This design comes from an exercise in tuning for small area on the open sky130 flow, not from production work.
The RTL was checked by simulation tests, not by an equivalence proof against the original design.

==> trial 58 <==
// core_top
module core_top (
    input wire clk_i,
    input wire rst_n_i,
    input wire irq_i,
    output wire [8'd32-1:0] ibus_addr_o,
    input wire [8'd32-1:0] ibus_data_i,
    output wire [8'd32-1:0] dbus_addr_o,
    output dbus_rd_o,
    output dbus_we_o,
    output wire [2:0] dbus_size_o,
    output wire [8'd32-1:0]dbus_data_o,
    input wire [8'd32-1:0] dbus_data_i
  );
  function [81:0] idu_decode;
  input [31:0] inst_data_i;
  reg [6:0] inst_func7;
  reg [4:0] inst_rs2;
  reg [4:0] inst_rs1;
  reg [2:0] inst_func3;
  reg [4:0] inst_rd;
  reg [6:0] inst_opcode;
  reg inst_rs1_all0, inst_func3_all0, inst_rd_all0;
  reg inst_is_ecall, inst_is_ebreak, inst_is_mret, inst_is_wfi, inst_is_csrrx, inst_is_csrri;
  reg [1:0] inst_set;
  reg [6:0] inst_type;
  reg [19:0] uimm;
  reg [11:0] csr;
  reg [31:0] inst_func;
  reg reg_raddr1_vld, reg_raddr2_vld, reg_waddr_vld, imm_vld, csr_vld;
  begin
    inst_func7  = inst_data_i[31:25];
    inst_rs2    = inst_data_i[24:20];
    inst_rs1    = inst_data_i[19:15];
    inst_func3  = inst_data_i[14:12];
    inst_rd     = inst_data_i[11: 7];
    inst_opcode = inst_data_i[6: 0];
    inst_rs1_all0   = ~(|inst_rs1);
    inst_func3_all0 = ~(|inst_func3);
    inst_rd_all0    = ~(|inst_rd);
    inst_is_ecall  = (inst_data_i[31:20] == 12'h000) && inst_rs1_all0 && inst_func3_all0 && inst_rd_all0;
    inst_is_ebreak = (inst_data_i[31:20] == 12'h001) && inst_rs1_all0 && inst_func3_all0 && inst_rd_all0;
    inst_is_mret   = (inst_data_i[31:20] == 12'h302) && inst_rs1_all0 && inst_func3_all0 && inst_rd_all0;
    inst_is_wfi    = (inst_data_i[31:20] == 12'h105) && inst_rs1_all0 && inst_func3_all0;
  ...
export LEC_CHECK = 0
export CAP_MARGIN = 40
export CORE_MARGIN = 2
export CORE_UTILIZATION = 55
export CTS_BUF_LIST = sky130_fd_sc_hd__clkbuf_8
export PLACE_DENSITY = 0.62
export SLEW_MARGIN = 30
export SYNTH_HIERARCHICAL = 1
export SYNTH_MINIMUM_KEEP_SIZE = 0
create_clock -name core_clock -period 25.0 [get_ports {clk_i}]
run.sh (not shown) runs the stock make flow with config.mk's settings and CLKGATE_MAP_FILE= SYNTH_SCRIPT=/design/flow/synth_recipe.tcl, a recipe that flattens the netlist after the stock synthesis.
==> inputs of trial 33, as changes to trial 58 <==
--- a/flow/design.v
+++ b/flow/design.v
@@ -91,16 +91,52 @@
                        .a2(sel[3*i+1]), .b2(d[32*(3*i+1)+j]),
                        .a3(sel[3*i+2]), .b3(d[32*(3*i+2)+j]), .y(n[i]));
       end
       assign n[10] = ~(sel[30] & d[32*30+j]);
       assign y[j] = ~(&n);
     end
   endgenerate
 endmodule
+module sel10 (
+    input  wire [9:0]   sel,
+    input  wire [319:0] d,
+    output wire [31:0]  y
+  );
+  genvar j;
+  generate
+    for (j = 0; j < 32; j = j + 1)
+    begin : bit_
+      wire [3:0] n;
+      cell_aoi222 u0 (.a1(sel[0]), .b1(d[j]),       .a2(sel[1]), .b2(d[32+j]),  .a3(sel[2]), .b3(d[64+j]),  .y(n[0]));
+      cell_aoi222 u1 (.a1(sel[3]), .b1(d[96+j]),    .a2(sel[4]), .b2(d[128+j]), .a3(sel[5]), .b3(d[160+j]), .y(n[1]));
+      cell_aoi222 u2 (.a1(sel[6]), .b1(d[192+j]),   .a2(sel[7]), .b2(d[224+j]), .a3(sel[8]), .b3(d[256+j]), .y(n[2]));
+      assign n[3] = ~(sel[9] & d[288+j]);
+      assign y[j] = ~(&n);
+    end
+  endgenerate
+endmodule
+module sel8 (
+    input  wire [7:0]   sel,
+    input  wire [255:0] d,
+    output wire [31:0]  y
+  );
+  genvar j;
+  generate
+    for (j = 0; j < 32; j = j + 1)
+    begin : bit_
+      wire [3:0] n;
+      cell_aoi222 u0 (.a1(sel[7]), .b1(d[224+j]), .a2(sel[6]), .b2(d[192+j]), .a3(sel[5]), .b3(d[160+j]), .y(n[0]));
+      cell_aoi222 u1 (.a1(sel[4]), .b1(d[128+j]), .a2(sel[3]), .b2(d[96+j]),  .a3(sel[2]), .b3(d[64+j]),  .y(n[1]));
+      assign n[2] = ~(sel[1] & d[32+j]);
+      assign n[3] = ~(sel[0] & d[j]);
+      assign y[j] = ~(&n);
+    end
+  endgenerate
+endmodule
 module mul_rows (
     input  wire [31:0] a_i,
     input  wire [31:0] b_i,
     input  wire        as_i,
     input  wire        bs_i,
     output wire [63:0] x_o,
     output wire [63:0] y_o
   );
@@ -3008,16 +3044,29 @@
     input wire [8'd32-1:0] ibus_data_i,
     output wire [8'd32-1:0] dbus_addr_o,
     output dbus_rd_o,
     output dbus_we_o,
     output wire [2:0] dbus_size_o,
     output wire [8'd32-1:0]dbus_data_o,
     input wire [8'd32-1:0] dbus_data_i
   );
+  function [15:0] cinc16;
+    input [15:0] s;
+    input        c;
+    integer k;
+    reg [15:0] p;
+    begin
+      p[0] = 1'b1;
+      for (k = 1; k < 16; k = k + 1)
+        p[k] = p[k-1] & s[k-1];
+      for (k = 0; k < 16; k = k + 1)
+        cinc16[k] = s[k] ^ (c & p[k]);
+    end
+  endfunction
   function [81:0] idu_decode;
   input [31:0] inst_data_i;
   reg [6:0] inst_func7;
   reg [4:0] inst_rs2;
   reg [4:0] inst_rs1;
   reg [2:0] inst_func3;
   reg [4:0] inst_rd;
   reg [6:0] inst_opcode;
@@ -3239,19 +3288,18 @@
   inc_r #(30) u_pc_inc (.a(pc[31:2]), .ci(1'b1), .s(pc_inc_hi));
   wire [31:0] pc_inc = {pc_inc_hi, pc[1:0]};
   reg [31:0] idu_inst_data_t;
   always @ (posedge clk_i)
   begin
     if (!hold_stall_flag)
       idu_inst_data_t <= ibus_data_i;
   end
-  wire [31:0] idu_inst_data = hold_stall_flag ? idu_inst_data_t : ibus_data_i;
-  reg [31:0] ex_inst;
-  reg        ex_vld;
+  wire [31:0] ex_inst = idu_inst_data_t;
+  reg         ex_vld;
   wire [81:0] dec = idu_decode(ex_inst);
   wire        dec_waddr_vld = dec[81];
   wire [11:0] dec_csr       = dec[80:69];
   wire [19:0] dec_uimm      = dec[68:49];
   wire [4:0]  dec_waddr     = dec[48:44];
   wire [4:0]  dec_raddr2    = dec[43:39];
   wire [4:0]  dec_raddr1    = dec[38:34];
   wire [31:0] dec_func      = dec[33:2];
@@ -3269,18 +3317,18 @@
       always @ (posedge clk_i)
       begin
         if (rf_we && (rf_waddr == g))
           r <= rf_wdata;
       end
       assign xreg[g] = r;
     end
   endgenerate
-  wire [4:0] ex_rs1 = dec_raddr1;
-  wire [4:0] ex_rs2 = dec_raddr2;
+  wire [4:0] ex_rs1 = ex_inst[19:15];
+  wire [4:0] ex_rs2 = ex_inst[24:20];
   wire [31:0] rsel1;
   wire [31:0] rsel2;
   wire [1023:0] rdat;
   assign rsel1[0] = 1'b0;
   assign rsel2[0] = 1'b0;
   assign rdat[31:0] = 32'b0;
   generate
     for (g = 1; g < 32; g = g + 1)
@@ -3298,20 +3346,16 @@
   wire flush_flag = jump_flag || jump_stall_flag || hold_flag;
   always @ (posedge clk_i or negedge rst_n_i)
   begin
     if (!rst_n_i)
       ex_vld <= 1'b0;
     else
       ex_vld <= ~flush_flag;
   end
-  always @ (posedge clk_i)
-  begin
-    ex_inst <= idu_inst_data;
-  end
   wire [1:0]  ex_set       = {2{ex_vld}} & dec_set;
   wire [31:0] ex_func      = {32{ex_vld}} & dec_func;
   wire        ex_waddr_vld = ex_vld & dec_waddr_vld;
   wire [4:0]  ex_waddr     = dec_waddr;
   wire [11:0] ex_csr       = dec_csr;
   wire [19:0] ex_uimm      = dec_uimm;
   wire set_i = ex_set[0];
   wire set_m = ex_set[1];
@@ -3347,24 +3391,30 @@
   wire [31:0] op2_data = (op_slt | op_load | op_store) ? (subop_immv ? imm12s : ex_r2)
                        : op_csr ? 32'b0
                        : (subop_immv ? (subop_unsign ? imm12z : imm12s) : ex_r2);
   wire        alu_sub = op_sub | op_slt | op_b;
   wire [31:0] alu_b   = op_jalr ? imm12s : op2_data;
   wire        ext1    = ~subop_unsign & op1_data[31];
   wire        ext2    = ~subop_unsign & alu_b[31];
   wire [32:0] alu_bx  = {ext2, alu_b} ^ {33{alu_sub}};
-  wire [32:0] alu_sum;
-  add_rc #(33) u_alu_add (.a({ext1, op1_data}), .b(alu_bx), .ci(alu_sub), .s(alu_sum), .co());
+  wire [32:0] alu_a = {ext1, op1_data};
+  wire [16:0] alu_lo;
+  wire        alu_c17;
+  wire [15:0] alu_h0;
+  add_rc #(17) u_alu_lo (.a(alu_a[16:0]),  .b(alu_bx[16:0]),  .ci(alu_sub), .s(alu_lo), .co(alu_c17));
+  add_r  #(16) u_alu_h0 (.a(alu_a[32:17]), .b(alu_bx[32:17]), .s(alu_h0), .co());
+  wire [32:0] alu_sum = {cinc16(alu_h0, alu_c17), alu_lo};
   wire alu_zero = ~(|alu_sum[31:0]);
   wire alu_neg  = alu_sum[32];
   wire bxx_valid = (~subop_unsign & ((f[27] & alu_zero) | (f[26] & ~alu_zero) | (f[25] & alu_neg) | (f[24] & ~alu_neg)))
                  | ( subop_unsign & ((f[25] & alu_neg) | (f[24] & ~alu_neg)));
-  wire [31:0] inst_addr = pc - 32'h8;
-  wire [31:0] link_addr = pc - 32'h4;
+  wire [28:0] pc_hi_dec = pc[31:3] - 29'd1;
+  wire [31:0] inst_addr = {pc_hi_dec, pc[2:0]};
+  wire [31:0] link_addr = pc[2] ? {pc[31:3], 1'b0, pc[1:0]} : {pc_hi_dec, 1'b1, pc[1:0]};
   wire [31:0] pc_off = op_b   ? {{19{ex_uimm[11]}}, ex_uimm[11:0], 1'b0}
                      : op_jal ? {{11{ex_uimm[11]}}, ex_uimm[19:0], 1'b0}
                      :          {ex_uimm[19:0], 12'b0};
   wire [31:0] pc_sum;
   add_r #(32) u_pc_add (.a(inst_addr), .b(pc_off), .s(pc_sum), .co());
   wire u1 = f[31] & f[28];
   wire u2 = f[31] & f[29];
   wire [4:0] shamt = op2_data[4:0];
@@ -3387,30 +3437,26 @@
   mul_rows u_mul_rows (
              .a_i  (ex_r1),
              .b_i  (mul_b),
              .as_i (mul_as),
              .bs_i (mul_bs),
              .x_o  (mul_x),
              .y_o  (mul_y)
            );
-  wire [15:0] mul_l0, mul_m0, mul_m1, mul_a0, mul_a1, mul_b0, mul_b1;
-  wire        mul_c16, mul_cm0, mul_cm1, mul_ca0, mul_ca1;
+  wire [15:0] mul_l0, mul_m0, mul_a0, mul_b0;
+  wire        mul_c16, mul_cm0, mul_ca0;
   add_r  #(16) u_mul_l0 (.a(mul_x[15:0]),  .b(mul_y[15:0]),  .s(mul_l0), .co(mul_c16));
   add_r  #(16) u_mul_m0 (.a(mul_x[31:16]), .b(mul_y[31:16]), .s(mul_m0), .co(mul_cm0));
-  add_rc #(16) u_mul_m1 (.a(mul_x[31:16]), .b(mul_y[31:16]), .ci(1'b1), .s(mul_m1), .co(mul_cm1));
   add_r  #(16) u_mul_a0 (.a(mul_x[47:32]), .b(mul_y[47:32]), .s(mul_a0), .co(mul_ca0));
-  add_rc #(16) u_mul_a1 (.a(mul_x[47:32]), .b(mul_y[47:32]), .ci(1'b1), .s(mul_a1), .co(mul_ca1));
   add_r  #(16) u_mul_b0 (.a(mul_x[63:48]), .b(mul_y[63:48]), .s(mul_b0), .co());
-  add_rc #(16) u_mul_b1 (.a(mul_x[63:48]), .b(mul_y[63:48]), .ci(1'b1), .s(mul_b1), .co());
-  wire [31:0] mul_lo  = {mul_c16 ? mul_m1 : mul_m0, mul_l0};
-  wire        mul_c32 = mul_c16 ? mul_cm1 : mul_cm0;
-  wire [15:0] mul_bs0 = mul_ca0 ? mul_b1 : mul_b0;    
-  wire [15:0] mul_bs1 = mul_ca1 ? mul_b1 : mul_b0;    
-  wire [31:0] mul_hs  = mul_c32 ? {mul_bs1, mul_a1} : {mul_bs0, mul_a0};
+  wire        mul_c32 = mul_cm0 | (mul_c16 & (&mul_m0));
+  wire        mul_c48 = mul_ca0 | (mul_c32 & (&mul_a0));
+  wire [31:0] mul_lo  = {cinc16(mul_m0, mul_c16), mul_l0};
+  wire [31:0] mul_hs  = {cinc16(mul_b0, mul_c48), cinc16(mul_a0, mul_c32)};
   wire [31:0] mul_res = mul_hi ? mul_hs : mul_lo;
   wire div_sa = ~u1 & ex_r1[31];
   wire div_sb = ~u2 & ex_r2[31];
   wire [31:0] div_a;
   wire [31:0] div_b;
   inc_r #(32) u_div_nega (.a(ex_r1 ^ {32{div_sa}}), .ci(div_sa), .s(div_a));
   inc_r #(32) u_div_negb (.a(ex_r2 ^ {32{div_sb}}), .ci(div_sb), .s(div_b));
   wire        div_start = op_div | op_rem;
@@ -3469,27 +3515,24 @@
   inc_r #(32) u_div_negr (.a(div_v ^ {32{div_n}}), .ci(div_n), .s(div_res));
   wire [31:0] csr_rdata;
   wire [31:0] exu_csr_wdata = ({32{op_csrrw}} & op1_data)
                             | ({32{op_csrrs}} & (csr_rdata | op1_data))
                             | ({32{op_csrrc}} & (csr_rdata & ~op1_data));
   wire exu_csr_waddr_vld = ~int_req & op_csr;
   wire sel_adder = op_add | op_sub | op_load | op_store;
   wire sel_mul   = op_sll | op_srl | op_sra | op_mul;
-  wire [31:0] iresult = ({32{sel_adder}} & alu_sum[31:0])
-                      | ({32{sel_mul}}   & mul_res)
-                      | ({32{op_or}}     & (op1_data | op2_data))
-                      | ({32{op_and}}    & (op1_data & op2_data))
-                      | ({32{op_xor}}    & (op1_data ^ op2_data))
-                      | {31'b0, op_slt & alu_neg}
-                      | ({32{op_jal | op_jalr}} & link_addr)
-                      | ({32{op_auipc}}  & pc_sum)
-                      | ({32{op_lui}}    & {ex_uimm, 12'b0})
-                      | ({32{op_csr}}    & csr_rdata)
-                      | ({32{div_stop}}  & div_res);
+  wire [31:0] logic_res = op_or ? (op1_data | op2_data) : op_and ? (op1_data & op2_data) : (op1_data ^ op2_data);
+  wire [31:0] iresult_w;
+  sel8 u_res (.sel({sel_adder, sel_mul, op_or | op_and | op_xor, op_jal | op_jalr, op_auipc,
+                    op_csr, op_lui, div_stop}),
+              .d({alu_sum[31:0], mul_res, logic_res, link_addr, pc_sum,
+                  csr_rdata, ex_uimm, 12'b0, div_res}),
+              .y(iresult_w));
+  wire [31:0] iresult = {iresult_w[31:1], iresult_w[0] | (op_slt & alu_neg)};
   wire exu_jump_flag = (op_b & bxx_valid) | op_jal | op_jalr;
   wire [31:0] exu_jump_addr = op_jalr ? {alu_sum[31:1], 1'b0} : pc_sum;
   wire mem_en_flag = ~int_req & (op_load | op_store);
   wire exu_hold_flag = ~int_req & (op_store | op_load | div_step | op_div | op_rem);
   wire [4:0] reg_waddr_wb = div_stop ? div_waddr : ({5{ex_waddr_vld}} & ex_waddr);
   wire       reg_waddr_wb_vld = div_stop | ex_waddr_vld;
   wire [31:0] csr_mtvec;
   wire [31:0] csr_mepc;
@@ -3658,26 +3701,24 @@
         12'h344      : r_mip      <= csr_wdata;
         12'h343    : r_mtval    <= csr_wdata;
         12'h340 : r_mscratch <= csr_wdata;
         12'h300  : r_mstatus  <= csr_wdata;
         default: ;
       endcase
     end
   end
-  assign csr_rdata = ({32{ex_csr == 12'h305}}    & r_mtvec)
-                   | ({32{ex_csr == 12'h341}}     & r_mepc)
-                   | ({32{ex_csr == 12'h342}}   & r_mcause)
-                   | ({32{ex_csr == 12'h304}}      & r_mie)
-                   | ({32{ex_csr == 12'h344}}      & r_mip)
-                   | ({32{ex_csr == 12'h343}}    & r_mtval)
-                   | ({32{ex_csr == 12'h340}} & r_mscratch)
-                   | ({32{ex_csr == 12'h300}}  & r_mstatus)
-                   | ({32{ex_csr == 12'hc80}}   & r_cycle[63:32])
-                   | ({32{ex_csr == 12'hc00}}    & r_cycle[31:0]);
+  wire [9:0] csr_rsel = {ex_csr == 12'h305,  ex_csr == 12'h341,  ex_csr == 12'h342,
+                         ex_csr == 12'h304,    ex_csr == 12'h344,   ex_csr == 12'h343,
+                         ex_csr == 12'h340, ex_csr == 12'h300,
+                         ex_csr == 12'hc80, ex_csr == 12'hc00};
+  sel10 u_csr_rd (.sel(csr_rsel),
+                  .d({r_mtvec, r_mepc, r_mcause, r_mie, r_mip, r_mtval, r_mscratch, r_mstatus,
+                      r_cycle[63:32], r_cycle[31:0]}),
+                  .y(csr_rdata));
   assign csr_mtvec   = r_mtvec;
   assign csr_mepc    = r_mepc;
   assign csr_mstatus = r_mstatus;
   reg [4:0] mau_func_t;    
   reg [1:0] mau_addr_t;
   always @ (posedge clk_i)
   begin
     mau_func_t <= {f[31], f[29:28], f[14:13]};
==> impl_metrics.ini <==
[timing]
worstMarginPinSlew_ps = 1230

[synth]
synth_top_area_share_pct = 31.4

[status]
status = complete, no violations

[routing]
met3_length_um = 60500

[place]
detailedPlace.worstSlack_ps = 1890

[floorplan]
row_count = 160
-- figures above: trial 58

==> impl_metrics.ini <==
[floorplan]
row_count = 159

[status]
status = complete, no violations

[place]
detailedPlace.worstSlack_ps = 6260
dp.final_hpwl_um = 307000

[synth]
synth_top_area_share_pct = 31.7

[routing]
met3_length_um = 73100

[timing]
setup_ws_ps = 5510
-- figures above: trial 33

separate check: timing with driven ports:
No port has a modelled driver above. Below, the same layouts with a new extraction and two added sets of constraints.
Step 1, drivers: a clkbuf_16 drives clk_i and a buf_2 each remaining input, both assumed.
Step 2 times the ports against the registers' clock, not the clock port: input delays grow and output delays shrink by t, the midpoint of the rising clock arrivals with the driver on.
Three values: ideal, step 1, step 2; two values: the first two.
run	t (ns)	setup WS [ns]	latest minus earliest clock arrival (ns)	pins driven straight from the clock port
trial 58	1.094	0.358 / 0.258 / 1.352	0.123 / 0.123	1
trial 33	1.139	5.512 / 5.512 / 5.512	0.128 / 0.129	1
After both steps setup and hold are still met in every run listed.
